Source: an optimization exercise on an open RTL-to-GDS flow (aim: small area). Production flows keep margins and buffers that such runs may drop. Function was checked by simulation only, so behaviour that the tests miss may differ from the original. No activity file was given, so power comes from the tool's default toggle rates.

// risc_v
module risc_v
(
 input   wire                        CLK,
 input   wire                        RST,
 output  wire     [31:0]             PC,
 input   wire     [31:0]             Instr,
 output  wire                        MemWrite,
 output  wire     [31:0]             DataAdr,
 output  wire     [31:0]             WriteData,
 input   wire     [31:0]             ReadData
);
Size in the first run: about 1,500 cells after synthesis, roughly 160 I/O pins, ~25,000 um2 of cells after synthesis.
Settings: LEC_CHECK=0, CAP_MARGIN=20, CORE_MARGIN=2, CORE_UTILIZATION=60, PLACE_DENSITY=0.9, SLEW_MARGIN=20; clock period 20.0 ns.
standard.sh (not shown) runs the stock make flow with config.mk's settings and CLKGATE_MAP_FILE= SYNTH_SCRIPT=/design/flow/synth_recipe.tcl, a recipe that flattens the netlist after the stock synthesis.
==> flow/flow/run.sh <==
#!/bin/bash
# Own flow: the standard layout (standard.sh, synth_recipe.tcl) with
#  - an area-oriented ABC script for the combinational logic (the registers,
#    their names and cells are those of the standard synthesis),
#  - the smallest buffer on the ports,
#  - a clock tree of the buffers below, without dummy loads.
# make's full output goes to standard.log; ORFS keeps each step's log
# under orfs/logs.
set -euo pipefail
here=$(pwd)
rm -rf "$here/scripts"
cp -r "$FLOW_HOME/scripts" "$here/scripts"
cp "$here/flow/abc_area.script" "$here/scripts/abc_speed.script"
export SCRIPTS_DIR="$here/scripts"
export BUFFER_PORTS_ARGS="-buffer_cell sky130_fd_sc_hd__buf_1"
export CTS_ARGS="-sink_clustering_enable -repair_clock_nets -dont_use_dummy_load -buf_list sky130_fd_sc_hd__clkbuf_4 -sink_clustering_size 12 -sink_clustering_max_diameter 30"
bash standard.sh > standard.log 2>&1
==> flow/flow/abc_area.script <==
strash
&get -n
&st
&synch2
&if -K 6
&mfs
&st
&dch -f
&put
amap
topo
Then changed:
--- a/flow/flow/run.sh
+++ b/flow/flow/run.sh
@@ -14,4 +14,4 @@
 export SCRIPTS_DIR="$here/scripts"
 export BUFFER_PORTS_ARGS="-buffer_cell sky130_fd_sc_hd__buf_1"
-export CTS_ARGS="-sink_clustering_enable -repair_clock_nets -dont_use_dummy_load -buf_list sky130_fd_sc_hd__clkbuf_4 -sink_clustering_size 12 -sink_clustering_max_diameter 30"
+export CTS_ARGS="-sink_clustering_enable -repair_clock_nets -dont_use_dummy_load -buf_list sky130_fd_sc_hd__clkbuf_8 -sink_clustering_size 20 -sink_clustering_max_diameter 60"
 bash standard.sh > standard.log 2>&1
--- a/flow/config.mk
+++ b/flow/config.mk
@@ -8,5 +8,4 @@
 export CAP_MARGIN = 20
 export CORE_MARGIN = 2
-export CORE_UTILIZATION = 60
-export PLACE_DENSITY = 0.9
+export CORE_UTILIZATION = 30
 export SLEW_MARGIN = 20
Worst hold slack barely changes.
Wire length drops by 9.6%.
Power climbs by 0.44%.
Critical path depth climbs by 9.
Global-route usage drops by 11 points.
Worst setup slack degrades by 0.65 ns.
Die area climbs by 98%.
Synthesized area does not change.
Core utilization drops by 33 points.
Clock power climbs by about 1%.
Final area climbs by 2.5%.

========
## run 1
risc_v, a different RTL version from the one above (not shown whole).
For scale: about 1,100 flip-flops, about 160 I/O pins, roughly 25,000 um^2 of cells after synthesis.
export LEC_CHECK = 0
export CAP_MARGIN = 20
export CORE_MARGIN = 2
export CORE_UTILIZATION = 60
export PLACE_DENSITY = 0.85
export SLEW_MARGIN = 20
create_clock -name core_clock -period 20.0 [get_ports {CLK}]
==> flow/flow/run.sh <==
#!/bin/bash
# Own flow: the standard layout (standard.sh, synth_recipe.tcl) with
#  - an area-oriented ABC script for the combinational logic (the registers,
#    their names and cells are those of the standard synthesis),
#  - the smallest buffer on the ports,
#  - a clock tree of the buffers below, without dummy loads.
# make's full output goes to standard.log; ORFS keeps each step's log
# under orfs/logs.
set -euo pipefail
here=$(pwd)
rm -rf "$here/scripts"
cp -r "$FLOW_HOME/scripts" "$here/scripts"
cp "$here/flow/abc_area.script" "$here/scripts/abc_speed.script"
export SCRIPTS_DIR="$here/scripts"
export BUFFER_PORTS_ARGS="-buffer_cell sky130_fd_sc_hd__buf_1"
export CTS_ARGS="-sink_clustering_enable -repair_clock_nets -dont_use_dummy_load -buf_list sky130_fd_sc_hd__buf_4 -sink_clustering_size 12 -sink_clustering_max_diameter 45"
bash standard.sh > standard.log 2>&1
Scripts as last shown in full above: flow/flow/abc_area.script
Run 1 went all the way through synthesis, placement and routing and the layout is clean on timing, DRC and antenna.
Input-level comparison between run 2 and run 1:
diff --git a/flow/flow/run.sh b/flow/flow/run.sh
--- a/flow/flow/run.sh
+++ b/flow/flow/run.sh
@@ -14,4 +14,4 @@
 export SCRIPTS_DIR="$here/scripts"
 export BUFFER_PORTS_ARGS="-buffer_cell sky130_fd_sc_hd__buf_1"
-export CTS_ARGS="-sink_clustering_enable -repair_clock_nets -dont_use_dummy_load -buf_list sky130_fd_sc_hd__buf_4 -sink_clustering_size 12 -sink_clustering_max_diameter 45"
+export CTS_ARGS="-sink_clustering_enable -repair_clock_nets -dont_use_dummy_load -buf_list sky130_fd_sc_hd__buf_4 -sink_clustering_size 13 -sink_clustering_max_diameter 40"
 bash standard.sh > standard.log 2>&1
diff --git a/flow/config.mk b/flow/config.mk
--- a/flow/config.mk
+++ b/flow/config.mk
@@ -8,5 +8,5 @@
 export CAP_MARGIN = 20
 export CORE_MARGIN = 2
-export CORE_UTILIZATION = 60
-export PLACE_DENSITY = 0.85
+export CORE_UTILIZATION = 50
+export PLACE_DENSITY = 0.8
 export SLEW_MARGIN = 20
==> comparison <==
Between run 1 and run 2, the proportion of cell area spent on the clock network does not differ in any meaningful way.
Compared to run 1, the routing of run 2 uses less wire.
Compared with run 1, overall die area in run 2 increased by more than 10%.
CTS clock-pin slew for the worst setup and hold paths across run 2 and run 1: no real change.
Comparing the two runs side by side, run 2 comes out behind run 1 on area of the core region.
Compared run 2 against run 1; post-route total power within noise.
Of run 2 and run 1, run 1 shows the higher initial core utilization, with run 2 below it.
Worst relative slew slack: lower on run 2
Per the comparison of run 2 with run 1, post-layout instance area up 0.64%; total instance count after detailed placement up 132.
Setup changes, run 2 to run 3
diff --git a/flow/config.mk b/flow/config.mk
--- a/flow/config.mk
+++ b/flow/config.mk
@@ -8,5 +8,5 @@
 export CAP_MARGIN = 20
 export CORE_MARGIN = 2
-export CORE_UTILIZATION = 50
-export PLACE_DENSITY = 0.8
+export CORE_UTILIZATION = 60
+export PLACE_DENSITY = 0.85
 export SLEW_MARGIN = 20
Notes after the runs:
Against run 2, clock buffer count in run 3 fell slightly.
Run 3 against run 2: per-cell via count in the routed design +about 5.6%; post-layout instance area decreased by about 0.7% relative to the old numbers; area growth from synthesis to layout lower; overall power of the completed layout neither gained nor lost much.
Run 3 vs run 2: global-route usage up
Taking run 2 as the reference point, the met1 track demand over resource in global routing of run 3 rises by 4.2 points.
[run 3] met2 routing resource usage after global routing rose 7.1 points relative to run 2
Looking at routing usage on met3, run 3 sits 0.48 points below run 2.
#### Input delta (run 4 over run 3)
==> flow/flow/abc_area.script <==
strash
&get -n
&st
&synch2
&if -K 5
&mfs
&st
&synch2
&if -K 6
&mfs
&st
&dch -f
&put
amap
topo
### Flow results
Between run 3 and run 4, the count of input and output buffers does not differ in any meaningful way. Compared with run 3, run 4 supports a higher clock frequency. Between run 3 and run 4, the post-route cell area does not differ in any meaningful way. There was hardly any difference in die boundary width between run 3 and run 4. Status: initial core utilization parity (run 4, run 3). ~same power in run 3 and run 4. Diff run 4..run 3 | flip-flop and latch count | unchanged. Synthesized cell count delta (run 4 -> run 3): insignificant. Compared to run 3, run 4 has smallest hold slack 0.0061 ns lower. ~same power dissipated in the clock network in run 3 and run 4.

## separate check: timing with driven ports
Ports are ideal in the flow. The routed layouts listed here were re-timed in OpenROAD. Step 1 sets driving cells, clkbuf_16 on the clock port and buf_2 on the other inputs (assumed; they add their load-dependent delay and slew). Step 2 times the ports against the registers' clock, not the clock port: input delays grow and output delays shrink by t, the midpoint of the rising clock arrivals with the driver on. a / b / c = no drivers / after step 1 / after step 2; a / b = the first two.
run	t (ns)	setup slack, ns	pins driven straight from the clock port
the first run of note 1	0.859	12.725 / 12.675 / 12.032	1
the second run of note 1	0.663	12.071 / 12.086 / 11.422	1
run 1	0.712	12.694 / 12.652 / 12.502	1
run 2	0.730	12.606 / 12.565 / 12.527	1
run 3	0.727	12.719 / 12.676 / 12.482	1
run 4	0.727	12.813 / 12.832 / 12.105	1
After both steps every run listed still meets setup and hold. For run 4, which loses most, drivers alone change the setup slack by +0.019 ns; drivers and shift together by -0.708 ns.
